This is an optimization exercise on Yosys and OpenROAD, whose aim is small area, not a production implementation.
Only simulation tests tie the RTL to the original design; equivalence was not proved.

==> flow/design.v, too long to show whole: its modules and the start of the top module <==
// module FA: 4 lines
// module HA: 4 lines
// module AO22: 3 lines
// module XNOR2: 3 lines
// module OR2: 3 lines
// module AOI21: 3 lines
// module AOI222: 3 lines
// module ADD3A: 149 lines
// module CPA: 350 lines
// module MulRawFN: 1683 lines
module MulRawFN(
  input         clock,
  input         reset,
  input         io_a_isNaN,
  input         io_a_isInf,
  input         io_a_isZero,
  input  [8:0]  io_a_exp,
  input  [22:0] io_a_sig,
  input         io_b_isNaN,
  input         io_b_isInf,
  input         io_b_isZero,
  input  [8:0]  io_b_exp,
  input  [22:0] io_b_sig,
  output        io_invalidExc,
  output        io_rawOut_isNaN,
  output        io_rawOut_isInf,
  output        io_rawOut_isZero,
  output [8:0]  io_rawOut_exp,
  output [22:0] io_rawOut_sig
);
  // ...
==> flow/flow/run.sh <==
#!/bin/bash
# Standard ORFS flow (the standard.sh, unchanged synthesis), with the port
# buffers made from buf_2 cells and power recovery (downsizing of gates with
# positive slack) after global routing.
set -euo pipefail
export BUFFER_PORTS_ARGS="-buffer_cell sky130_fd_sc_hd__buf_2"
export RECOVER_POWER=100
bash standard.sh > standard.log 2>&1
==> flow/standard.sh <==
#!/bin/bash
# synth_recipe.tcl (not shown) runs the flow's synth.tcl, then flattens the netlist and writes it again
# the make line also repeats each setting of config.mk as NAME=value (left out here)
make -C /OpenROAD-flow-scripts/flow DESIGN_CONFIG=/design/flow/config.mk WORK_HOME=/design/flow/orfs CLKGATE_MAP_FILE= SYNTH_SCRIPT=/design/flow/synth_recipe.tcl "${@:-finish}"
==> flow/config.mk <==
export PLATFORM = sky130hd
export DESIGN_NAME = MulRawFN
export DESIGN_NICKNAME = MulRawFN
export VERILOG_FILES = /design/flow/design.v
export SDC_FILE = /design/flow/constraint.sdc
export NUM_CORES = 4
export LEC_CHECK = 0
export CAP_MARGIN = 20
export CELL_PAD_IN_SITES_DETAIL_PLACEMENT = 1
export CELL_PAD_IN_SITES_GLOBAL_PLACEMENT = 1
export CORE_MARGIN = 2
export CORE_UTILIZATION = 40
export SLEW_MARGIN = 20
export SYNTH_HIERARCHICAL = 1
export SYNTH_MINIMUM_KEEP_SIZE = 0
==> flow/constraint.sdc <==
create_clock -name core_clock -period 8.5 [get_ports {clock}]
set_input_delay 1.7000 -clock core_clock [delete_from_list [all_inputs] [get_ports {clock}]]
set_output_delay 1.7000 -clock core_clock [all_outputs]
set_load 0.01 [all_outputs]
==> reports/metrics.yaml, run 1 <==
outcome:
  status: "finished clean"
logic_synthesis:
  synth_area_per_cell_sq_um: 10.9
  synth_warnings: 7
cells_and_area:
  multi_input_area_share_pct: 76.9
  multi_input_area_sq_mm: 0.0125
  antenna_cells: 0
  utilization_pct: 50.3
  inv_count: 33
  clkbuf_count: 5
  nonClkBufAreaFrac_pct: 12.9
  seq_area_sq_um: 821
  final_cell_mix: "a222oi_1 (242), fa_1 (209), buf_4 (194), ha_1 (128), buf_2 (78)"
  buffers: 306
grt:
  grt_usage_pct: 32.7
  grt_pass1_wl_microns: 84400
  grt_pass1_vias: 14272
floorplanning:
  start_util_pct: 40.3
  die-area_sq_mm: 0.0340
  rows: 66
  die_y_microns: 184
  io_pins: 108
critical_path:
  path_common_cell: "fa_1"
  cp.required_ns: 8.69
cts:
  h-tree-depth: 2
  path_clk_slew_ns: 0.06
  clock-sinks: 41
  clockRootBuffer: "clkbuf_16"
  cts_tree: "done"
  cts_hold_buf: 0
  postCtsSetupRepairBufs: 2
detailed_routing:
  first_pass_iters: 12
  met3_length_microns: 5440
  routed.top_layer: "met4"
place:
  dp_hpwl_microns: 42800
  dpl.cell_count: 1917
  place_area_sq_mm: 0.0155
min_path:
  min_path_type: "in -> reg"
sta:
  tightest_slew_ns: 0.810
==> run 2, diff against run 1 <==
--- a/flow/design.v
+++ b/flow/design.v
@@ -2078,117 +2078,90 @@
     isNaN_reg <= io_a_isNaN | io_b_isNaN;
     isInf_reg <= io_a_isInf | io_b_isInf;
     isZero_reg <= isZero;
     exp_reg <= isZero ? 9'h0 : io_a_exp + io_b_exp + 9'h101;
     prodHi_reg <= P[47:22];
     stickyLo_reg <= stickyLo;
     cin_reg <= carryLo;
   end
-  wire [25:0] hh;
-  wire [26:0] hc;
-  wire hb0 = cin_reg;
-  HA u_hinc0 (.a(prodHi_reg[0]), .b(hb0), .s(hh[0]), .co(hc[1]));
-  HA u_hinc1 (.a(prodHi_reg[1]), .b(hc[1]), .s(hh[1]), .co(hc[2]));
-  HA u_hinc2 (.a(prodHi_reg[2]), .b(hc[2]), .s(hh[2]), .co(hc[3]));
-  HA u_hinc3 (.a(prodHi_reg[3]), .b(hc[3]), .s(hh[3]), .co(hc[4]));
-  HA u_hinc4 (.a(prodHi_reg[4]), .b(hc[4]), .s(hh[4]), .co(hc[5]));
-  HA u_hinc5 (.a(prodHi_reg[5]), .b(hc[5]), .s(hh[5]), .co(hc[6]));
-  assign hh[6] = prodHi_reg[6] ^ hc[6];
-  wire hao0 = prodHi_reg[0] & prodHi_reg[1] & prodHi_reg[2] & prodHi_reg[3] & prodHi_reg[4] & prodHi_reg[5] & prodHi_reg[6];
-  wire hb1 = (hb0 & hao0);
-  HA u_hinc7 (.a(prodHi_reg[7]), .b(hb1), .s(hh[7]), .co(hc[8]));
-  HA u_hinc8 (.a(prodHi_reg[8]), .b(hc[8]), .s(hh[8]), .co(hc[9]));
-  HA u_hinc9 (.a(prodHi_reg[9]), .b(hc[9]), .s(hh[9]), .co(hc[10]));
-  HA u_hinc10 (.a(prodHi_reg[10]), .b(hc[10]), .s(hh[10]), .co(hc[11]));
-  HA u_hinc11 (.a(prodHi_reg[11]), .b(hc[11]), .s(hh[11]), .co(hc[12]));
-  HA u_hinc12 (.a(prodHi_reg[12]), .b(hc[12]), .s(hh[12]), .co(hc[13]));
-  assign hh[13] = prodHi_reg[13] ^ hc[13];
-  wire hao1 = prodHi_reg[7] & prodHi_reg[8] & prodHi_reg[9] & prodHi_reg[10] & prodHi_reg[11] & prodHi_reg[12] & prodHi_reg[13];
-  wire hb2 = (hb1 & hao1);
-  HA u_hinc14 (.a(prodHi_reg[14]), .b(hb2), .s(hh[14]), .co(hc[15]));
-  HA u_hinc15 (.a(prodHi_reg[15]), .b(hc[15]), .s(hh[15]), .co(hc[16]));
-  HA u_hinc16 (.a(prodHi_reg[16]), .b(hc[16]), .s(hh[16]), .co(hc[17]));
-  HA u_hinc17 (.a(prodHi_reg[17]), .b(hc[17]), .s(hh[17]), .co(hc[18]));
-  HA u_hinc18 (.a(prodHi_reg[18]), .b(hc[18]), .s(hh[18]), .co(hc[19]));
-  assign hh[19] = prodHi_reg[19] ^ hc[19];
-  wire hao2 = prodHi_reg[14] & prodHi_reg[15] & prodHi_reg[16] & prodHi_reg[17] & prodHi_reg[18] & prodHi_reg[19];
-  wire hb3 = (hb2 & hao2);
-  HA u_hinc20 (.a(prodHi_reg[20]), .b(hb3), .s(hh[20]), .co(hc[21]));
-  HA u_hinc21 (.a(prodHi_reg[21]), .b(hc[21]), .s(hh[21]), .co(hc[22]));
-  HA u_hinc22 (.a(prodHi_reg[22]), .b(hc[22]), .s(hh[22]), .co(hc[23]));
-  HA u_hinc23 (.a(prodHi_reg[23]), .b(hc[23]), .s(hh[23]), .co(hc[24]));
-  HA u_hinc24 (.a(prodHi_reg[24]), .b(hc[24]), .s(hh[24]), .co(hc[25]));
-  assign hh[25] = prodHi_reg[25] ^ hc[25];
-  wire hao3 = prodHi_reg[20] & prodHi_reg[21] & prodHi_reg[22] & prodHi_reg[23] & prodHi_reg[24] & prodHi_reg[25];
-  wire top = hh[25];
+  wire [25:0] S = prodHi_reg;
+  wire allLo = &S[24:0];
+  wire top = S[25] | (cin_reg & allLo);
+  wire v0 = S[0] ^ cin_reg;
+  wire k1 = S[0] & cin_reg;
+  wire v1 = S[1] ^ k1;
+  wire k2 = S[1] & k1;
+  wire v2 = S[2] ^ k2;
+  wire r1 = v1 & (v0 | stickyLo_reg | v2);
+  wire r0 = v0 & (stickyLo_reg | v1);
+  wire rT = top & r1;
+  wire rN = ~top & r0;
+  wire [3:0] L = {1'b0, S[2:0]} + {3'b0, cin_reg} + {2'b0, rN, 1'b0} + {1'b0, rT, 2'b0};
+  wire [25:0] Wv;
+  wire [26:0] wc;
+  assign Wv[2:0] = L[2:0];
+  wire wb0 = L[3];
+  HA u_winc3 (.a(S[3]), .b(wb0), .s(Wv[3]), .co(wc[4]));
+  HA u_winc4 (.a(S[4]), .b(wc[4]), .s(Wv[4]), .co(wc[5]));
+  HA u_winc5 (.a(S[5]), .b(wc[5]), .s(Wv[5]), .co(wc[6]));
+  HA u_winc6 (.a(S[6]), .b(wc[6]), .s(Wv[6]), .co(wc[7]));
+  HA u_winc7 (.a(S[7]), .b(wc[7]), .s(Wv[7]), .co(wc[8]));
+  assign Wv[8] = S[8] ^ wc[8];
+  wire wao0 = S[3] & S[4] & S[5] & S[6] & S[7] & S[8];
+  wire wb1 = (wb0 & wao0);
+  HA u_winc9 (.a(S[9]), .b(wb1), .s(Wv[9]), .co(wc[10]));
+  HA u_winc10 (.a(S[10]), .b(wc[10]), .s(Wv[10]), .co(wc[11]));
+  HA u_winc11 (.a(S[11]), .b(wc[11]), .s(Wv[11]), .co(wc[12]));
+  HA u_winc12 (.a(S[12]), .b(wc[12]), .s(Wv[12]), .co(wc[13]));
+  HA u_winc13 (.a(S[13]), .b(wc[13]), .s(Wv[13]), .co(wc[14]));
+  assign Wv[14] = S[14] ^ wc[14];
+  wire wao1 = S[9] & S[10] & S[11] & S[12] & S[13] & S[14];
+  wire wb2 = (wb1 & wao1);
+  HA u_winc15 (.a(S[15]), .b(wb2), .s(Wv[15]), .co(wc[16]));
+  HA u_winc16 (.a(S[16]), .b(wc[16]), .s(Wv[16]), .co(wc[17]));
+  HA u_winc17 (.a(S[17]), .b(wc[17]), .s(Wv[17]), .co(wc[18]));
+  HA u_winc18 (.a(S[18]), .b(wc[18]), .s(Wv[18]), .co(wc[19]));
+  HA u_winc19 (.a(S[19]), .b(wc[19]), .s(Wv[19]), .co(wc[20]));
+  assign Wv[20] = S[20] ^ wc[20];
+  wire wao2 = S[15] & S[16] & S[17] & S[18] & S[19] & S[20];
+  wire wb3 = (wb2 & wao2);
+  HA u_winc21 (.a(S[21]), .b(wb3), .s(Wv[21]), .co(wc[22]));
+  HA u_winc22 (.a(S[22]), .b(wc[22]), .s(Wv[22]), .co(wc[23]));
+  HA u_winc23 (.a(S[23]), .b(wc[23]), .s(Wv[23]), .co(wc[24]));
+  HA u_winc24 (.a(S[24]), .b(wc[24]), .s(Wv[24]), .co(wc[25]));
+  assign Wv[25] = S[25] ^ wc[25];
+  wire wao3 = S[21] & S[22] & S[23] & S[24] & S[25];
   wire sT = top & ~isZero_reg;
   wire sN = ~top & ~isZero_reg;
-  wire [22:0] preF;
-  wire gb;
-  wire [23:0] c;
   wire [22:0] F;
-  AO22 u_mx0 (.a1(sT), .b1(hh[2]), .a2(sN), .b2(hh[1]), .y(preF[0]));
-  AO22 u_mx1 (.a1(sT), .b1(hh[3]), .a2(sN), .b2(hh[2]), .y(preF[1]));
-  AO22 u_mx2 (.a1(sT), .b1(hh[4]), .a2(sN), .b2(hh[3]), .y(preF[2]));
-  AO22 u_mx3 (.a1(sT), .b1(hh[5]), .a2(sN), .b2(hh[4]), .y(preF[3]));
-  AO22 u_mx4 (.a1(sT), .b1(hh[6]), .a2(sN), .b2(hh[5]), .y(preF[4]));
-  AO22 u_mx5 (.a1(sT), .b1(hh[7]), .a2(sN), .b2(hh[6]), .y(preF[5]));
-  AO22 u_mx6 (.a1(sT), .b1(hh[8]), .a2(sN), .b2(hh[7]), .y(preF[6]));
-  AO22 u_mx7 (.a1(sT), .b1(hh[9]), .a2(sN), .b2(hh[8]), .y(preF[7]));
-  AO22 u_mx8 (.a1(sT), .b1(hh[10]), .a2(sN), .b2(hh[9]), .y(preF[8]));
-  AO22 u_mx9 (.a1(sT), .b1(hh[11]), .a2(sN), .b2(hh[10]), .y(preF[9]));
-  AO22 u_mx10 (.a1(sT), .b1(hh[12]), .a2(sN), .b2(hh[11]), .y(preF[10]));
-  AO22 u_mx11 (.a1(sT), .b1(hh[13]), .a2(sN), .b2(hh[12]), .y(preF[11]));
-  AO22 u_mx12 (.a1(sT), .b1(hh[14]), .a2(sN), .b2(hh[13]), .y(preF[12]));
-  AO22 u_mx13 (.a1(sT), .b1(hh[15]), .a2(sN), .b2(hh[14]), .y(preF[13]));
-  AO22 u_mx14 (.a1(sT), .b1(hh[16]), .a2(sN), .b2(hh[15]), .y(preF[14]));
-  AO22 u_mx15 (.a1(sT), .b1(hh[17]), .a2(sN), .b2(hh[16]), .y(preF[15]));
-  AO22 u_mx16 (.a1(sT), .b1(hh[18]), .a2(sN), .b2(hh[17]), .y(preF[16]));
-  AO22 u_mx17 (.a1(sT), .b1(hh[19]), .a2(sN), .b2(hh[18]), .y(preF[17]));
-  AO22 u_mx18 (.a1(sT), .b1(hh[20]), .a2(sN), .b2(hh[19]), .y(preF[18]));
-  AO22 u_mx19 (.a1(sT), .b1(hh[21]), .a2(sN), .b2(hh[20]), .y(preF[19]));
-  AO22 u_mx20 (.a1(sT), .b1(hh[22]), .a2(sN), .b2(hh[21]), .y(preF[20]));
-  AO22 u_mx21 (.a1(sT), .b1(hh[23]), .a2(sN), .b2(hh[22]), .y(preF[21]));
-  AO22 u_mx22 (.a1(sT), .b1(hh[24]), .a2(sN), .b2(hh[23]), .y(preF[22]));
-  AO22 u_mxg (.a1(sT), .b1(hh[1]), .a2(sN), .b2(hh[0]), .y(gb));
-  wire rest = (top & hh[0]) | stickyLo_reg;
-  wire roundUp = gb & (rest | preF[0]);
-  wire cb0 = roundUp;
-  HA u_inc0 (.a(preF[0]), .b(cb0), .s(F[0]), .co(c[1]));
-  HA u_inc1 (.a(preF[1]), .b(c[1]), .s(F[1]), .co(c[2]));
-  HA u_inc2 (.a(preF[2]), .b(c[2]), .s(F[2]), .co(c[3]));
-  HA u_inc3 (.a(preF[3]), .b(c[3]), .s(F[3]), .co(c[4]));
-  HA u_inc4 (.a(preF[4]), .b(c[4]), .s(F[4]), .co(c[5]));
-  assign F[5] = preF[5] ^ c[5];
-  wire ao0 = preF[0] & preF[1] & preF[2] & preF[3] & preF[4] & preF[5];
-  wire cb1 = (cb0 & ao0);
-  HA u_inc6 (.a(preF[6]), .b(cb1), .s(F[6]), .co(c[7]));
-  HA u_inc7 (.a(preF[7]), .b(c[7]), .s(F[7]), .co(c[8]));
-  HA u_inc8 (.a(preF[8]), .b(c[8]), .s(F[8]), .co(c[9]));
-  HA u_inc9 (.a(preF[9]), .b(c[9]), .s(F[9]), .co(c[10]));
-  HA u_inc10 (.a(preF[10]), .b(c[10]), .s(F[10]), .co(c[11]));
-  assign F[11] = preF[11] ^ c[11];
-  wire ao1 = preF[6] & preF[7] & preF[8] & preF[9] & preF[10] & preF[11];
-  wire cb2 = (cb1 & ao1);
-  HA u_inc12 (.a(preF[12]), .b(cb2), .s(F[12]), .co(c[13]));
-  HA u_inc13 (.a(preF[13]), .b(c[13]), .s(F[13]), .co(c[14]));
-  HA u_inc14 (.a(preF[14]), .b(c[14]), .s(F[14]), .co(c[15]));
-  HA u_inc15 (.a(preF[15]), .b(c[15]), .s(F[15]), .co(c[16]));
-  HA u_inc16 (.a(preF[16]), .b(c[16]), .s(F[16]), .co(c[17]));
-  assign F[17] = preF[17] ^ c[17];
-  wire ao2 = preF[12] & preF[13] & preF[14] & preF[15] & preF[16] & preF[17];
-  wire cb3 = (cb2 & ao2);
-  HA u_inc18 (.a(preF[18]), .b(cb3), .s(F[18]), .co(c[19]));
-  HA u_inc19 (.a(preF[19]), .b(c[19]), .s(F[19]), .co(c[20]));
-  HA u_inc20 (.a(preF[20]), .b(c[20]), .s(F[20]), .co(c[21]));
-  HA u_inc21 (.a(preF[21]), .b(c[21]), .s(F[21]), .co(c[22]));
-  assign F[22] = preF[22] ^ c[22];
-  wire ao3 = preF[18] & preF[19] & preF[20] & preF[21] & preF[22];
-  wire inc = sT | (cb3 & ao3);
+  AO22 u_mx0 (.a1(sT), .b1(Wv[2]), .a2(sN), .b2(Wv[1]), .y(F[0]));
+  AO22 u_mx1 (.a1(sT), .b1(Wv[3]), .a2(sN), .b2(Wv[2]), .y(F[1]));
+  AO22 u_mx2 (.a1(sT), .b1(Wv[4]), .a2(sN), .b2(Wv[3]), .y(F[2]));
+  AO22 u_mx3 (.a1(sT), .b1(Wv[5]), .a2(sN), .b2(Wv[4]), .y(F[3]));
+  AO22 u_mx4 (.a1(sT), .b1(Wv[6]), .a2(sN), .b2(Wv[5]), .y(F[4]));
+  AO22 u_mx5 (.a1(sT), .b1(Wv[7]), .a2(sN), .b2(Wv[6]), .y(F[5]));
+  AO22 u_mx6 (.a1(sT), .b1(Wv[8]), .a2(sN), .b2(Wv[7]), .y(F[6]));
+  AO22 u_mx7 (.a1(sT), .b1(Wv[9]), .a2(sN), .b2(Wv[8]), .y(F[7]));
+  AO22 u_mx8 (.a1(sT), .b1(Wv[10]), .a2(sN), .b2(Wv[9]), .y(F[8]));
+  AO22 u_mx9 (.a1(sT), .b1(Wv[11]), .a2(sN), .b2(Wv[10]), .y(F[9]));
+  AO22 u_mx10 (.a1(sT), .b1(Wv[12]), .a2(sN), .b2(Wv[11]), .y(F[10]));
+  AO22 u_mx11 (.a1(sT), .b1(Wv[13]), .a2(sN), .b2(Wv[12]), .y(F[11]));
+  AO22 u_mx12 (.a1(sT), .b1(Wv[14]), .a2(sN), .b2(Wv[13]), .y(F[12]));
+  AO22 u_mx13 (.a1(sT), .b1(Wv[15]), .a2(sN), .b2(Wv[14]), .y(F[13]));
+  AO22 u_mx14 (.a1(sT), .b1(Wv[16]), .a2(sN), .b2(Wv[15]), .y(F[14]));
+  AO22 u_mx15 (.a1(sT), .b1(Wv[17]), .a2(sN), .b2(Wv[16]), .y(F[15]));
+  AO22 u_mx16 (.a1(sT), .b1(Wv[18]), .a2(sN), .b2(Wv[17]), .y(F[16]));
+  AO22 u_mx17 (.a1(sT), .b1(Wv[19]), .a2(sN), .b2(Wv[18]), .y(F[17]));
+  AO22 u_mx18 (.a1(sT), .b1(Wv[20]), .a2(sN), .b2(Wv[19]), .y(F[18]));
+  AO22 u_mx19 (.a1(sT), .b1(Wv[21]), .a2(sN), .b2(Wv[20]), .y(F[19]));
+  AO22 u_mx20 (.a1(sT), .b1(Wv[22]), .a2(sN), .b2(Wv[21]), .y(F[20]));
+  AO22 u_mx21 (.a1(sT), .b1(Wv[23]), .a2(sN), .b2(Wv[22]), .y(F[21]));
+  AO22 u_mx22 (.a1(sT), .b1(Wv[24]), .a2(sN), .b2(Wv[23]), .y(F[22]));
+  wire inc = (top | Wv[25]) & ~isZero_reg;
   wire [9:0] ce;
   wire [8:0] E;
   assign ce[0] = inc;
   HA u_einc0 (.a(exp_reg[0]), .b(ce[0]), .s(E[0]), .co(ce[1]));
   HA u_einc1 (.a(exp_reg[1]), .b(ce[1]), .s(E[1]), .co(ce[2]));
   HA u_einc2 (.a(exp_reg[2]), .b(ce[2]), .s(E[2]), .co(ce[3]));
   HA u_einc3 (.a(exp_reg[3]), .b(ce[3]), .s(E[3]), .co(ce[4]));
   HA u_einc4 (.a(exp_reg[4]), .b(ce[4]), .s(E[4]), .co(ce[5]));
==> run 2 against run 1 <==
  * Hold slack improved by 0.028 ns
  * Non-clock buffer count increased by 8
  * Clock-buffer cell count did not move
  * Die area is 1.9% lower
  * Via count shrank 0.23%
  * Utilization increased by 0.32 points
  * Flip-flop and latch count unchanged
  * Routed wire length down 1.2%
  * Global-route usage increased by 0.35 points
  * Now fails the layout checks on max-capacitance violations, max-slew violations
==> reports/metrics.yaml, run 2 <==
critical_path:
  start_kind: "input port"  # unchanged
  worstPathArrival_ns: 8.60  # was 8.47 ns
  slowest_delay_ns: 0.61  # was 0.53 ns
  critPathSlowestCell: "fa_2"  # was fa_1
  crit_type: "in -> reg"  # unchanged
  cp_max_fo: 4  # unchanged
  worstSetupEndpointType: "flop"  # unchanged
  cp.required_ns: 8.69  # about the same
detailed_routing:
  via_per_inst: 7.07  # was 6.93
  wl_microns: 55500  # was 56,100 microns
  wl_per_cell_microns: 29.3  # was 29.0 microns
  first_iter_violations: 2495  # was 2,261
  first_pass_iters: 13  # was 12
  drc: 0  # unchanged
  ant_nets: 0  # unchanged
  routed-via-count: 13363  # was 13,394
place:
  place_area_sq_mm: 0.0152  # was 0.0155 sq mm
  gp_congestion: 0.904  # was 0.932
  port_buffers: 106  # unchanged
  dp_hpwl_microns: 43100  # was 42,800 microns
cells_and_area:
  nNetsFinal: 1909  # was 1,929
  final_cell_mix: "a222oi_1 (243), fa_1 (208), buf_4 (199), ha_1 (114), buf_2 (66)"  # was a222oi_1 (242), fa_1 (209), buf_4 (194), ha_1 (128), buf_2 (78)
  nFillCells: 3471  # was 3,558
  area_delta_synth_final_pct: 25.0  # about the same
  largest_reg_flops: 26  # unchanged
  mostFrequentLayoutCell: "a222oi_1"  # unchanged
  final_cell_area_sq_mm: 0.0159  # was 0.0163 sq mm
  final_layout_size_suffix_gt1_share_pct: 24.7  # was 25.7%
sta:
  hold_violations: 0  # unchanged
  rsz0062_at_grt: "yes"
  max_freq_mhz: 119  # was 121 MHz
  slew_headroom_pct: -5.48  # was 46.0%
  hold_ws_ns: 1.62  # was 1.60 ns
  fin_crit_sh_pct: 99.0  # was 97.4%
  tightest_slew_ns: 1.58  # was 0.810 ns
  maxSlewViolCount: 22  # was 0
  setup_viol: 0  # unchanged
  min_period_ns: 8.41  # was 8.28 ns
grt:
  antenna_found_initial: 2  # was 0
  grt_pass1_vias: 13829  # was 14,272
  grt_usage_pct: 33.0  # was 32.7%
  grt_pass1_wl_microns: 84800  # was 84,400 microns
  grt_max_degree: 28  # unchanged
  overflow: 0  # unchanged
cts:
  cts_made_buffers: 5  # unchanged
  cts_hold_buf: 0  # unchanged
  clockRootBuffer: "clkbuf_16"  # unchanged
  clock-sinks: 41  # unchanged
  path_clk_slew_ns: 0.06  # about the same
  cts_tree: "done"  # unchanged
  cts.path.max_buffers: 2  # unchanged
  h-tree-depth: 2  # unchanged
logic_synthesis:
  syn_nets: 1600  # was 1,627
  synth_warnings: 7  # unchanged
  syn_area_sq_mm: 0.0128  # was 0.0130 sq mm
  synthCells: 1178  # was 1,188
  synth_area_per_cell_sq_um: 10.8  # was 10.9 sq um
outcome:
  so_faults: "max-capacitance violations, max-slew violations"
  status: "complete, but fails checks"  # was finished clean
floorplanning:
  io_pins: 108  # unchanged
  die_w_microns: 183  # was 184 microns
  die_y_microns: 183  # was 184 microns
  start_util_pct: 40.5  # was 40.3%
  core_sq_mm: 0.0315  # was 0.0323 sq mm
  rows: 65  # was 66
  die-area_sq_mm: 0.0333  # was 0.0340 sq mm
flow_run:
  maxCapViolations: 1  # was 0
min_path:
  min_path_type: "in -> reg"  # unchanged
[run 2: critical path, delay by kind of cell]
family                     cells  cell delay, ns
buffers and inverters          6            0.92
xor gates and xnor gates       2            0.27
AOI/OAI and AO/OA              9            2.06
and+or+nand+nor                4            0.33
adders and majority gates      9            3.28
[run 2: final timing paths]
kind,startpoint,to,slack [ns],depth (start not counted)
hold / removal,io_b_isInf,isInf_reg,1.62,2
setup / recovery,io_a_sig[11],prodHi_reg[24],0.09,30
[run 2: routing by layer]
| layer | global-route usage, % | share of wire (%) | wire length, microns |
|---|---|---|---|
| met1 | 43.7 | 39 | 21500 |
| met2 | 53.7 | 46 | 25600 |
| met3 | 6.86 | 12 | 6490 |
| met4 | 11.4 | 3.3 | 1860 |
| met5 | 0 | 0.023 | 13 |
[run 2: what timing repair did]
| item | 4_1_cts | 5_1_grt |
|---|---|---|
| buffers inserted | 7 | 9 |
| gates resized for setup | 38 | 58 |
| pin swaps | 23 | 60 |
| setup endpoints to repair | 12 | 16 |
[run 2: stage by stage]
stage / worst slack (ns) / cells / TNS (ns) / util, %
4_1_cts: 0.00243 / 1884 / 0 / 49.7
6_report: 0.0889 / 1891 / 0 / 50.7
3_5_place_dp: -0.544 / 1869 / -6.11 / 48.3
2_1_floorplan: 0.387 / 1178 / 0 / -
3_3_place_gp: -0.428 / 1869 / -4.77 / 48.3
5_1_grt: -0.120 / 1890 / -0.743 / 50.6
[run 2: cell type report]
cell class	instances	area [sq um]	share of cell area (%)
Tap cell	402	503	3.15
Timing Repair Buffer	314	2110	13.2
Sequential cell	41	821	5.15
Multi-Input combinational cell	1087	12200	76.5
Clock buffer	5	125	0.785
Clock inverter	3	46.3	0.290
Antenna cell	1	2.50	0.0157
Inverter	38	143	0.895
==> run 3, diff against run 2 <==
==> flow/flow/run.sh (replaced) <==
#!/bin/bash
# Standard ORFS flow (the standard.sh, unchanged synthesis), with the port
# buffers made from buf_2 cells, timing-driven global placement that does not keep
# the resizer's buffering from its virtual repair passes (GPL_KEEP_OVERFLOW=0; the
# later repair steps of the standard flow still fix slew, capacitance and timing),
# and power recovery (downsizing of gates with positive slack) after global routing.
set -euo pipefail
export BUFFER_PORTS_ARGS="-buffer_cell sky130_fd_sc_hd__buf_2"
export GPL_KEEP_OVERFLOW=0
export RECOVER_POWER=100
bash standard.sh > standard.log 2>&1
==> run 3 against run 2 <==
  * Now clean on timing, DRC and antenna
  * Die area is the same
  * Routed wire length grew 2.4%
  * Maximum frequency up 0.90%
  * Clock-buffer cell count unchanged
  * Critical path depth shrank 2
  * Utilization down 1.6 points
  * Synthesized area stayed put
  * Non-clock buffer count is 159 lower
  * Final area fell by 3.2%
  * Critical endpoint is now prodHi_reg[25]
==> reports/metrics.yaml, run 3 <==
outcome:
  status: "finished clean"  # was complete, but fails checks
sta:
  hold_violations: 0  # unchanged
  slew_headroom_pct: 16.2  # was -5.48%
  fin_crit_sh_pct: 98.1  # was 99.0%
  maxSlewViolCount: 0  # was 22
  tightest_slew_ns: 1.26  # was 1.58 ns
  setup_viol: 0  # unchanged
  hold_ws_ns: 1.64  # was 1.62 ns
  rsz0062_at_grt: "yes"  # unchanged
  min_period_ns: 8.34  # was 8.41 ns
  max_freq_mhz: 120  # was 119 MHz
logic_synthesis:
  synth_area_per_cell_sq_um: 10.8  # unchanged
  syn_nets: 1600  # unchanged
  synth_warnings: 7  # unchanged
  synthCells: 1178  # unchanged
  syn_area_sq_mm: 0.0128  # unchanged
cts:
  path_clk_slew_ns: 0.06  # about the same
  cts_hold_buf: 0  # unchanged
  cts_made_buffers: 5  # unchanged
  cts.path.max_buffers: 2  # unchanged
  h-tree-depth: 2  # unchanged
  clockRootBuffer: "clkbuf_16"  # unchanged
  cts_tree: "done"  # unchanged
  clock-sinks: 41  # unchanged
min_path:
  whs_path_depth: 2  # unchanged
  min_path_type: "in -> reg"  # unchanged
  min_from: "io_b_isInf"  # unchanged
  hold_end: "isInf_reg"  # unchanged
cells_and_area:
  utilization_pct: 49.0  # was 50.7%
  nNetsFinal: 1751  # was 1,909
  final_cell_area_sq_mm: 0.0154  # was 0.0159 sq mm
  final_layout_size_suffix_gt1_share_pct: 18.6  # was 24.7%
  largest_reg_flops: 26  # unchanged
  area_delta_synth_final_pct: 21.0  # was 25.0%
  final_cell_mix: "a222oi_1 (243), fa_1 (214), ha_1 (104), nand2_1 (50), buf_2 (47)"  # was a222oi_1 (243), fa_1 (208), buf_4 (199), ha_1 (114), buf_2 (66)
  mostFrequentLayoutCell: "a222oi_1"  # unchanged
detailed_routing:
  first_pass_iters: 14  # was 13
  routed-via-count: 12970  # was 13,363
  drc: 0  # unchanged
  wl_per_cell_microns: 32.8  # was 29.3 microns
  first_iter_violations: 3117  # was 2,495
  ant_nets: 0  # unchanged
  wl_microns: 56800  # was 55,500 microns
  via_per_inst: 7.48  # was 7.07
floorplanning:
  rows: 65  # unchanged
  die-area_sq_mm: 0.0333  # unchanged
  core_sq_mm: 0.0315  # unchanged
  io_pins: 108  # unchanged
  die_y_microns: 183  # unchanged
  die_w_microns: 183  # unchanged
  start_util_pct: 40.5  # unchanged
critical_path:
  path_common_cell: "fa_1"
  critPathSlowestCell: "a222oi_1"  # was fa_2
  slowest_delay_ns: 0.57  # was 0.61 ns
  critPathTopFamily: "adder cells"  # unchanged
  cp.required_ns: 8.68  # was 8.69 ns
  worstSetupEndpointType: "flop"  # unchanged
  cp.buffers_inverters: 3  # was 6
  critical_path_depth: 28  # was 30
  crit_type: "in -> reg"  # unchanged
  worstPathArrival_ns: 8.52  # was 8.60 ns
  start_kind: "input port"  # unchanged
  cp_max_fo: 14  # was 4
grt:
  grt_usage_pct: 32.6  # was 33.0%
  grt_max_degree: 30  # was 28
  overflow: 0  # unchanged
  antenna_found_initial: 0  # was 2
  grt_pass1_vias: 13556  # was 13,829
  grt_pass1_wl_microns: 83200  # was 84,800 microns
place:
  port_buffers: 106  # unchanged
  dp_hpwl_microns: 39700  # was 43,100 microns
  gp_congestion: 0.878  # was 0.904
  place_area_sq_mm: 0.0142  # was 0.0152 sq mm
flow_run:
  maxCapViolations: 0  # was 1
## run 3: stage by stage
step	worst slack (ns)	setup TNS [ns]	instances
after floorplan	0.387	0	1178
after global placement	-1.63	-32.69	1674
after detailed placement	-1.02	-17.19	1697
after CTS	0.00255	0	1709
after global routing	-0.0876	-0.369	1732
final	0.164	0	1733
## run 3: repair_timing
item / in CTS / in global routing
resized for setup: 86 / 86
endpoints found under the setup margin: 23 / 15
pin swaps: 15 / 65
gates cloned: 0 / 5
setup buffers: 4 / 20
## run 3: worst max-delay path by stage
stage | start | end | slack, ns
after floorplan | io_a_sig[7] | prodHi_reg[9] | 0.39
after global placement | io_a_sig[5] | prodHi_reg[9] | -1.63
after detailed placement | io_a_sig[7] | prodHi_reg[9] | -1.02
after CTS | io_a_sig[12] | prodHi_reg[25] | 0.003
after global routing | io_a_sig[6] | prodHi_reg[25] | -0.09
final | io_a_sig[6] | prodHi_reg[25] | 0.16
## run 3: layout make-up
cell class / count / area (sq um)
Fill cell: 3391 / 16000
Multi-Input combinational cell: 1088 / 12400
Timing Repair Buffer: 155 / 1380
Sequential cell: 41 / 821
Tap cell: 402 / 503
Inverter: 38 / 143
Clock buffer: 5 / 125
Clock inverter: 3 / 46.3
Antenna cell: 1 / 2.50
## run 3: metal layers
layer  track usage, %  wire [microns]  vias to the layer above
met3             7.64            7240                      165
met2             51.9           25900                     1064
met1             42.1           21300                     6462
met4             14.6            2370                        0
met5                0               0                        -
li1                 -               -                     5279
==> run 4, diff against run 3 <==
--- a/flow/config.mk
+++ b/flow/config.mk
@@ -10,5 +10,5 @@
 export CELL_PAD_IN_SITES_GLOBAL_PLACEMENT = 1
 export CORE_MARGIN = 2
-export CORE_UTILIZATION = 40
+export CORE_UTILIZATION = 50
 export SLEW_MARGIN = 20
 export SYNTH_HIERARCHICAL = 1
==> run 4 against run 3 <==
  * Now fails the layout checks on max-capacitance violations, max-slew violations
  * Highest routed layer unchanged
  * Clock-buffer cell count did not move
  * Final cell count fell by 3.8%
  * Final area shrank 0.65%
  * Routed wire length shrank 2.0%
  * Critical path depth fell by 4
==> reports/metrics.yaml, run 4 <==
cts:
  path_clk_slew_ns: 0.07  # was 0.06 ns
  cts_made_buffers: 5  # unchanged
  cts_hold_buf: 0  # unchanged
  cts_tree: "done"  # unchanged
  cts.path.max_buffers: 2  # unchanged
  h-tree-depth: 2  # unchanged
  clockRootBuffer: "clkbuf_16"  # unchanged
  clock-sinks: 41  # unchanged
critical_path:
  cp_max_fo: 27  # was 14
  start_kind: "input port"  # unchanged
  worstSetupEndpointType: "flop"  # unchanged
  crit_type: "in -> reg"  # unchanged
  crit_path_start: "io_a_sig[13]"  # was io_a_sig[6]
  cp.required_ns: 8.67  # was 8.68 ns
  worstPathArrival_ns: 8.56  # was 8.52 ns
detailed_routing:
  wl_microns: 55700  # was 56,800 microns
  ant_nets: 0  # unchanged
  drc: 0  # unchanged
  routed-via-count: 13295  # was 12,970
  wl_per_cell_microns: 33.4  # was 32.8 microns
  via_per_inst: 7.98  # was 7.48
  first_pass_iters: 16  # was 14
  first_iter_violations: 3536  # was 3,117
cells_and_area:
  utilization_pct: 61.1  # was 49.0%
  final_cell_area_sq_mm: 0.0153  # was 0.0154 sq mm
  instances_no_fill: 1667  # was 1,733
  largest_reg_flops: 26  # unchanged
  nNetsFinal: 1757  # was 1,751
  final_layout_size_suffix_gt1_share_pct: 18.9  # was 18.6%
  mostFrequentLayoutCell: "a222oi_1"  # unchanged
  area_delta_synth_final_pct: 20.2  # was 21.0%
  final_cell_mix: "a222oi_1 (243), fa_1 (215), ha_1 (103), nand2_1 (51), buf_2 (44)"  # was a222oi_1 (243), fa_1 (214), ha_1 (104), nand2_1 (50), buf_2 (47)
grt:
  grt_max_degree: 30  # unchanged
  overflow: 0  # unchanged
  grt_pass1_vias: 13679  # was 13,556
  antenna_found_initial: 0  # unchanged
  grt_usage_pct: 39.5  # was 32.6%
  grt_pass1_wl_microns: 80800  # was 83,200 microns
sta:
  min_period_ns: 8.39  # was 8.34 ns
  tightest_slew_ns: 2.10  # was 1.26 ns
  hold_ws_ns: 1.63  # was 1.64 ns
  setup_viol: 0  # unchanged
  fin_crit_sh_pct: 98.7  # was 98.1%
  max_freq_mhz: 119  # was 120 MHz
  slew_headroom_pct: -40.0  # was 16.2%
  maxSlewViolCount: 28  # was 0
  hold_violations: 0  # unchanged
logic_synthesis:
  synth_warnings: 7  # unchanged
  syn_nets: 1600  # unchanged
  synth_area_per_cell_sq_um: 10.8  # unchanged
  synthCells: 1178  # unchanged
  syn_area_sq_mm: 0.0128  # unchanged
outcome:
  status: "complete, but fails checks"  # was finished clean
  so_faults: "max-capacitance violations, max-slew violations"
floorplanning:
  io_pins: 108  # unchanged
  rows: 58  # was 65
  die_w_microns: 164  # was 183 microns
  core_sq_mm: 0.0251  # was 0.0315 sq mm
  die_y_microns: 164  # was 183 microns
  die-area_sq_mm: 0.0268  # was 0.0333 sq mm
  start_util_pct: 50.8  # was 40.5%
min_path:
  min_path_type: "in -> reg"  # unchanged
  min_from: "io_b_isInf"  # unchanged
place:
  dpl.cell_count: 1630  # was 1,697
  dp_hpwl_microns: 38200  # was 39,700 microns
  gp_congestion: 0.916  # was 0.878
  place_area_sq_mm: 0.0141  # was 0.0142 sq mm
  port_buffers: 106  # unchanged
flow_run:
  maxCapViolations: 1  # was 0
-- run 4: cell types whose count changed in the layout (fill, tap and decap cells not counted), moves of 3 or more --
cell | previous run | this run
buf_6 | 12 | 17
a21oi_2 | 8 | 11
clkbuf_1 | 38 | 41
nor2b_4 | 5 | 0
nor2b_2 | 7 | 11
buf_2 | 47 | 44
-- run 4: through the flow --
stage	TNS, ns	setup slack, ns
after floorplan	0	0.387
after global placement	-24.08	-1.30
after detailed placement	-14.60	-0.944
after CTS	-0.0412	-0.0412
after global routing	-0.592	-0.130
final	0	0.106
-- run 4: critical path, stage by stage --
cell	delay (ns)
buf_12	0.19
ha_4	0.26
a21oi_2	0.18
o21ai_0	0.14
a21oi_2	0.23
nand2_1	0.12
ha_1	0.87
a222oi_1	0.24
fa_1	0.50
fa_1	0.46
fa_1	0.44
fa_1	0.53
fa_1	0.43
ha_1	0.33
or2_2	0.31
ha_2	0.18
o211ai_1	0.28
a211oi_2	0.16
buf_4	0.17
nor3_4	0.23
o21bai_2	0.12
a21o_1	0.20
buf_4	0.14
xnor2_1	0.11
-- run 4: final timing paths --
kind / to / slack (ns) / cells past startpoint
hold / removal: isInf_reg / 1.63 / 2
setup / recovery: prodHi_reg[12] / 0.11 / 24
-- run 4: final cells by class --
| type | instances | area [sq um] |
|---|---|---|
| tap | 330 | 413 |
| multi-input combinational | 1088 | 12400 |
| clock inverter | 3 | 17.5 |
| timing repair buffer | 161 | 1440 |
| sequential | 41 | 821 |
| antenna | 1 | 2.50 |
| inverter | 38 | 143 |
| clock buffer | 5 | 125 |
| fill | 2648 | 9780 |
-- run 4: per-layer routing --
metal	global-route usage (%)	part of all wire (%)
met5	0	0
met4	19.9	5.7
met3	10.4	13
met2	63.8	46
met1	48.9	35
-- run 4: repair_timing --
action / 4_1_cts / 5_1_grt
gates resized for setup: 72 / 98
gates cloned: 0 / 6
setup buffers: 4 / 18
endpoints found under the hold margin: 0 / 0
pin swaps: 11 / 54
endpoints found under the setup margin: 22 / 16
==> run 5, diff against run 4 <==
--- a/flow/config.mk
+++ b/flow/config.mk
@@ -8,7 +8,7 @@
 export CAP_MARGIN = 20
 export CELL_PAD_IN_SITES_DETAIL_PLACEMENT = 1
-export CELL_PAD_IN_SITES_GLOBAL_PLACEMENT = 1
+export CELL_PAD_IN_SITES_GLOBAL_PLACEMENT = 2
 export CORE_MARGIN = 2
-export CORE_UTILIZATION = 50
+export CORE_UTILIZATION = 40
 export SLEW_MARGIN = 20
 export SYNTH_HIERARCHICAL = 1
==> run 5 against run 4 <==
  * Still fails the layout checks on max-capacitance violations, max-slew violations
  * Routed wire length shrank 1.1%
  * Synthesized cell count is the same
  * First-iteration DRC count down 23%
  * Critical path depth rose by 3
  * Global-route usage shrank 6.9 points
  * Maximum frequency grew 1.4%
  * Hold slack gained 0.0010 ns
  * Critical path type unchanged
==> reports/metrics.yaml, run 5 <==
outcome:
  status: "complete, but fails checks"  # unchanged
  so_faults: "max-capacitance violations, max-slew violations"  # unchanged
place:
  dpl.cell_count: 1695  # was 1,630
  gp_congestion: 0.851  # was 0.916
  port_buffers: 106  # unchanged
  dp_hpwl_microns: 39300  # was 38,200 microns
  place_ws_ns: -1.01  # was -0.944 ns
flow_run:
  maxCapViolations: 1  # unchanged
grt:
  antenna_found_initial: 0  # unchanged
  grt_max_degree: 30  # unchanged
  grt_pass1_vias: 13478  # was 13,679
  grt_usage_pct: 32.6  # was 39.5%
  overflow: 0  # unchanged
  grt_pass1_wl_microns: 83100  # was 80,800 microns
logic_synthesis:
  syn_nets: 1600  # unchanged
  syn_area_sq_mm: 0.0128  # unchanged
  synth_area_per_cell_sq_um: 10.8  # unchanged
  synthCells: 1178  # unchanged
  synth_warnings: 7  # unchanged
critical_path:
  crit_path_start: "io_a_sig[13]"  # unchanged
  crit_type: "in -> reg"  # unchanged
  cp.required_ns: 8.72  # was 8.67 ns
  path_common_cell: "fa_1"  # unchanged
  slowest_delay_ns: 0.57  # was 0.87 ns
  start_kind: "input port"  # unchanged
  cp_max_fo: 27  # unchanged
  worstPathArrival_ns: 8.50  # was 8.56 ns
  critPathSlowestCell: "fa_1"  # was ha_1
  worstSetupEndpointType: "flop"  # unchanged
cells_and_area:
  utilization_pct: 48.0  # was 61.1%
  nNetsFinal: 1738  # was 1,757
  area_delta_synth_final_pct: 18.5  # was 20.2%
  instances_no_fill: 1720  # was 1,667
  mostFrequentLayoutCell: "a222oi_1"  # unchanged
  final_layout_size_suffix_gt1_share_pct: 17.0  # was 18.9%
  final_cell_mix: "a222oi_1 (243), fa_1 (212), ha_1 (104), nand2_1 (52), buf_2 (47)"  # was a222oi_1 (243), fa_1 (215), ha_1 (103), nand2_1 (51), buf_2 (44)
  largest_reg_flops: 26  # unchanged
min_path:
  min_from: "io_b_isNaN"  # was io_b_isInf
  min_path_type: "in -> reg"  # unchanged
floorplanning:
  die_y_microns: 183  # was 164 microns
  io_pins: 108  # unchanged
  rows: 65  # was 58
  start_util_pct: 40.5  # was 50.8%
  die-area_sq_mm: 0.0333  # was 0.0268 sq mm
  die_w_microns: 183  # was 164 microns
  core_sq_mm: 0.0315  # was 0.0251 sq mm
sta:
  hold_ws_ns: 1.63  # about the same
  tightest_slew_ns: 2.13  # was 2.10 ns
  min_period_ns: 8.28  # was 8.39 ns
  maxSlewViolCount: 28  # unchanged
  fin_crit_sh_pct: 97.4  # was 98.7%
  rsz0062_at_grt: "yes"
  slew_headroom_pct: -41.8  # was -40.0%
  fin_ws_ns: 0.224  # was 0.106 ns
  max_freq_mhz: 121  # was 119 MHz
  setup_viol: 0  # unchanged
  hold_violations: 0  # unchanged
cts:
  cts_tree: "done"  # unchanged
  clock-sinks: 41  # unchanged
  path_clk_slew_ns: 0.06  # was 0.07 ns
  cts_made_buffers: 5  # unchanged
  cts.path.max_buffers: 2  # unchanged
  h-tree-depth: 2  # unchanged
  clockRootBuffer: "clkbuf_16"  # unchanged
  cts_hold_buf: 0  # unchanged
detailed_routing:
  drc: 0  # unchanged
  ant_nets: 0  # unchanged
  routed-via-count: 12742  # was 13,295
  first_iter_violations: 2738  # was 3,536
  via_per_inst: 7.41  # was 7.98
  wl_microns: 55100  # was 55,700 microns
  first_pass_iters: 15  # was 16
  wl_per_cell_microns: 32.0  # was 33.4 microns
[run 5: cell count changes in the layout (fill, tap and decap cells not counted), moves of 4 or more]
cell       previous run  this run
clkbuf_16             9         5
buf_4                21        13
nor2_2               17        11
nor2b_4               0         6
nor2b_2              11         5
buf_12               12         7
a21oi_2              11         5
a21oi_1              24        29
buf_6                17        23
buf_8                18        12
[run 5: repair_timing]
action,in CTS,in global routing
pin swaps,19,42
gates cloned,0,2
endpoints found under the setup margin,21,17
resized for setup,88,53
buffers inserted,4,9
[run 5: final timing paths]
kind	to	depth (start not counted)
setup / recovery	prodHi_reg[9]	27
hold / removal	isNaN_reg	2
[run 5: area by class of cell]
type | count | area, sq um
antenna | 1 | 2.50
clock buffer | 5 | 125
clock inverter | 3 | 46.3
fill | 3392 | 16400
inverter | 38 | 143
multi-input combinational | 1088 | 12400
sequential | 41 | 821
tap | 402 | 503
timing repair buffer | 142 | 1110
[run 5: routing by layer]
metal	vias to the layer above	routed length, microns	track usage [%]	part of all wire (%)
met5	-	0	0	0
met4	0	2190	12.3	4.0
met3	142	6070	6.55	11
li1	5252	-	-	-
met2	909	25500	53.9	46
met1	6439	21400	42.1	39
[run 5: through the flow]
| stage | instance area (sq um) | setup TNS (ns) |
|---|---|---|
| final | 15100 | 0 |
| after global routing | 15100 | -0.183 |
| after CTS | 14800 | -0.00412 |
| after detailed placement | 14200 | -16.09 |
| after global placement | 13700 | -29.40 |
| after floorplan | 12800 | 0 |
[run 5: worst max-delay path: cells and delay by family]
family / cells / cell delay, ns
xor gates and xnor gates: 2 / 0.32
buffers and inverters: 1 / 0.28
and+or+nand+nor: 6 / 0.73
AOI/OAI and AO/OA: 8 / 1.79
adders and majority gates: 10 / 3.66
==> run 6, diff against run 5 <==
==> flow/flow/run.sh (replaced) <==
#!/bin/bash
# Standard ORFS flow (the standard.sh, unchanged synthesis), with the port
# buffers made from buf_2 cells and timing-driven global placement that does not
# keep the resizer's buffering from its virtual repair passes (GPL_KEEP_OVERFLOW=0;
# the later repair steps of the standard flow still fix slew, capacitance and timing).
set -euo pipefail
export BUFFER_PORTS_ARGS="-buffer_cell sky130_fd_sc_hd__buf_2"
export GPL_KEEP_OVERFLOW=0
bash standard.sh > standard.log 2>&1
--- a/flow/config.mk
+++ b/flow/config.mk
@@ -8,5 +8,5 @@
 export CAP_MARGIN = 20
 export CELL_PAD_IN_SITES_DETAIL_PLACEMENT = 1
-export CELL_PAD_IN_SITES_GLOBAL_PLACEMENT = 2
+export CELL_PAD_IN_SITES_GLOBAL_PLACEMENT = 1
 export CORE_MARGIN = 2
 export CORE_UTILIZATION = 40
==> run 6 against run 5 <==
  * The run now finishes clean
  * Flip-flop and latch count unchanged
  * Non-clock buffer count rose by 13
  * Clock-buffer cell count is the same
  * Synthesized area unchanged
  * Setup slack got worse by 0.051 ns
  * Hold slack improved by 0.0058 ns
  * Routed wire length is 2.9% higher
  * Critical endpoint is now prodHi_reg[25]
  * Highest routed layer unchanged
==> reports/metrics.yaml, run 6 <==
cts:
  h-tree-depth: 2  # unchanged
  cts.path.max_buffers: 2  # unchanged
  cts_hold_buf: 0  # unchanged
  clockRootBuffer: "clkbuf_16"  # unchanged
  clock-sinks: 41  # unchanged
  cts_tree: "done"  # unchanged
  cts_made_buffers: 5  # unchanged
  path_clk_slew_ns: 0.06  # about the same
critical_path:
  slowest_delay_ns: 0.92  # was 0.57 ns
  worstPathCellList: "buf_16 -> ha_4 -> buf_4 -> a21oi_4 -> o211ai_2 -> a21bo_1 -> ha_1 -> a222oi_1 -> fa_1 -> fa_1 -> fa_1 -> fa_1 -> fa_1 -> fa_1 -> ha_4 -> nand4_1 -> a211oi_2 -> o21ai_2 -> a21oi_4 -> o2111ai_4 -> a31oi_2 -> xnor2_1"
  path_common_cell: "fa_1"  # unchanged
  cp.required_ns: 8.72  # about the same
  critPathSlowestCell: "ha_1"  # was fa_1
  start_kind: "input port"  # unchanged
  worstSetupEndpointType: "flop"  # unchanged
  crit_type: "in -> reg"  # unchanged
  cp_max_fo: 14  # was 27
  worstPathArrival_ns: 8.55  # was 8.50 ns
detailed_routing:
  via_per_inst: 7.50  # was 7.41
  wl_per_cell_microns: 32.7  # was 32.0 microns
  drc: 0  # unchanged
  first_iter_violations: 3232  # was 2,738
  wl_microns: 56700  # was 55,100 microns
  routed-via-count: 12992  # was 12,742
  first_pass_iters: 15  # unchanged
  ant_nets: 0  # unchanged
sta:
  maxSlewViolCount: 0  # was 28
  hold_violations: 0  # unchanged
  fin_ws_ns: 0.173  # was 0.224 ns
  min_period_ns: 8.33  # was 8.28 ns
  setup_viol: 0  # unchanged
  fin_crit_sh_pct: 98.0  # was 97.4%
  slew_headroom_pct: 14.9  # was -41.8%
  tightest_slew_ns: 1.28  # was 2.13 ns
  max_freq_mhz: 120  # was 121 MHz
  rsz0062_at_grt: "yes"  # unchanged
floorplanning:
  die_y_microns: 183  # unchanged
  die_w_microns: 183  # unchanged
  core_sq_mm: 0.0315  # unchanged
  rows: 65  # unchanged
  die-area_sq_mm: 0.0333  # unchanged
  io_pins: 108  # unchanged
  start_util_pct: 40.5  # unchanged
place:
  dp_hpwl_microns: 39700  # was 39,300 microns
  gp_congestion: 0.878  # was 0.851
  dpl.cell_count: 1697  # was 1,695
  place_ws_ns: -1.02  # was -1.01 ns
  port_buffers: 106  # unchanged
grt:
  grt_max_degree: 30  # unchanged
  grt_pass1_vias: 13556  # was 13,478
  grt_usage_pct: 32.6  # about the same
  grt_pass1_wl_microns: 83200  # was 83,100 microns
  antenna_found_initial: 0  # unchanged
  overflow: 0  # unchanged
logic_synthesis:
  synth_warnings: 7  # unchanged
  syn_area_sq_mm: 0.0128  # unchanged
  synth_area_per_cell_sq_um: 10.8  # unchanged
  syn_nets: 1600  # unchanged
  synthCells: 1178  # unchanged
cells_and_area:
  largest_reg_flops: 26  # unchanged
  utilization_pct: 49.2  # was 48.0%
  antenna_cells: 0  # was 1
  final_cell_mix: "a222oi_1 (243), fa_1 (214), ha_1 (104), buf_2 (85), nand2_1 (50)"  # was a222oi_1 (243), fa_1 (212), ha_1 (104), nand2_1 (52), buf_2 (47)
  instances_no_fill: 1732  # was 1,720
  mostFrequentLayoutCell: "a222oi_1"  # unchanged
  nFillCells: 3391  # was 3,392
  area_delta_synth_final_pct: 21.5  # was 18.5%
  nNetsFinal: 1751  # was 1,738
  final_layout_size_suffix_gt1_share_pct: 21.6  # was 17.0%
outcome:
  status: "finished clean"  # was complete, but fails checks
min_path:
  min_path_type: "in -> reg"  # unchanged
flow_run:
  maxCapViolations: 0  # was 1
run 6: area by class of cell:
type / instances / area, sq um / share of cell area, %
Multi-Input combinational cell: 1088 / 12400 / 80.2
Timing Repair Buffer: 155 / 1420 / 9.19
Sequential cell: 41 / 821 / 5.30
Tap cell: 402 / 503 / 3.25
Inverter: 38 / 143 / 0.921
Clock buffer: 5 / 125 / 0.808
Clock inverter: 3 / 46.3 / 0.299
run 6: timing repair:
item,CTS,global route
gates resized for setup,86,86
pin swaps,15,65
endpoints found under the setup margin,23,15
cloned,0,5
buffers inserted,4,20
run 6: per-layer routing:
layer | global-route usage [%] | wire (microns) | vias up
met5 | 0 | 0 | -
met4 | 14.6 | 2420 | 0
met3 | 7.64 | 7150 | 171
met2 | 51.9 | 25700 | 1076
met1 | 42.1 | 21400 | 6470
li1 | - | - | 5275
run 6: worst paths after layout:
check | cells past startpoint | start | end | slack, ns
min | 2 | io_a_isInf | isInf_reg | 1.63
max | 22 | io_a_sig[6] | prodHi_reg[25] | 0.17
run 6: critical path: cells and delay by family:
| kind | cells | cell delay (ns) |
|---|---|---|
| XOR/XNOR | 1 | 0.13 |
| adder cells (fa/ha/maj) | 9 | 4.27 |
| AO/OA/AOI/OAI | 9 | 1.97 |
| buffers and inverters | 2 | 0.30 |
| AND/OR/NAND/NOR | 1 | 0.15 |
run 6: through the flow:
step | cell area [sq um] | TNS, ns | hold slack [ns]
after detailed placement | 14200 | -17.19 | 1.93
after CTS | 14800 | 0 | 1.62
final | 15500 | 0 | 1.63
after floorplan | 12800 | 0 | 1.80
after global placement | 13700 | -32.69 | 1.93
after global routing | 15500 | -0.369 | 1.64

[separate check: timing with driven ports]
The flow's constraints put no driver on any port. The routed layouts listed below were extracted and timed again, unchanged, in two steps. Step 1 assumes that a clkbuf_16 drives the clock port and a buf_2 every other input. Step 2 times the ports against the registers' clock, not the clock port: input delays grow and output delays shrink by t, the midpoint of the rising clock arrivals with the driver on. Three values: ideal ports, drivers, drivers and shift; two values: the first two.
| run | t, ns | setup WS [ns] | slew at the worst register clock pin (ns) |
|---|---|---|---|
| run 1 | 0.335 | 0.222 / 0.235 / -0.100 | 0.06 / 0.06 |
| run 2 | 0.333 | 0.089 / 0.082 / -0.250 | 0.06 / 0.06 |
| run 3 | 0.335 | 0.164 / 0.056 / -0.279 | 0.06 / 0.06 |
| run 4 | 0.328 | 0.106 / 0.039 / -0.289 | 0.07 / 0.07 |
| run 5 | 0.335 | 0.224 / 0.203 / -0.132 | 0.06 / 0.06 |
| run 6 | 0.336 | 0.173 / 0.066 / -0.270 | 0.06 / 0.06 |
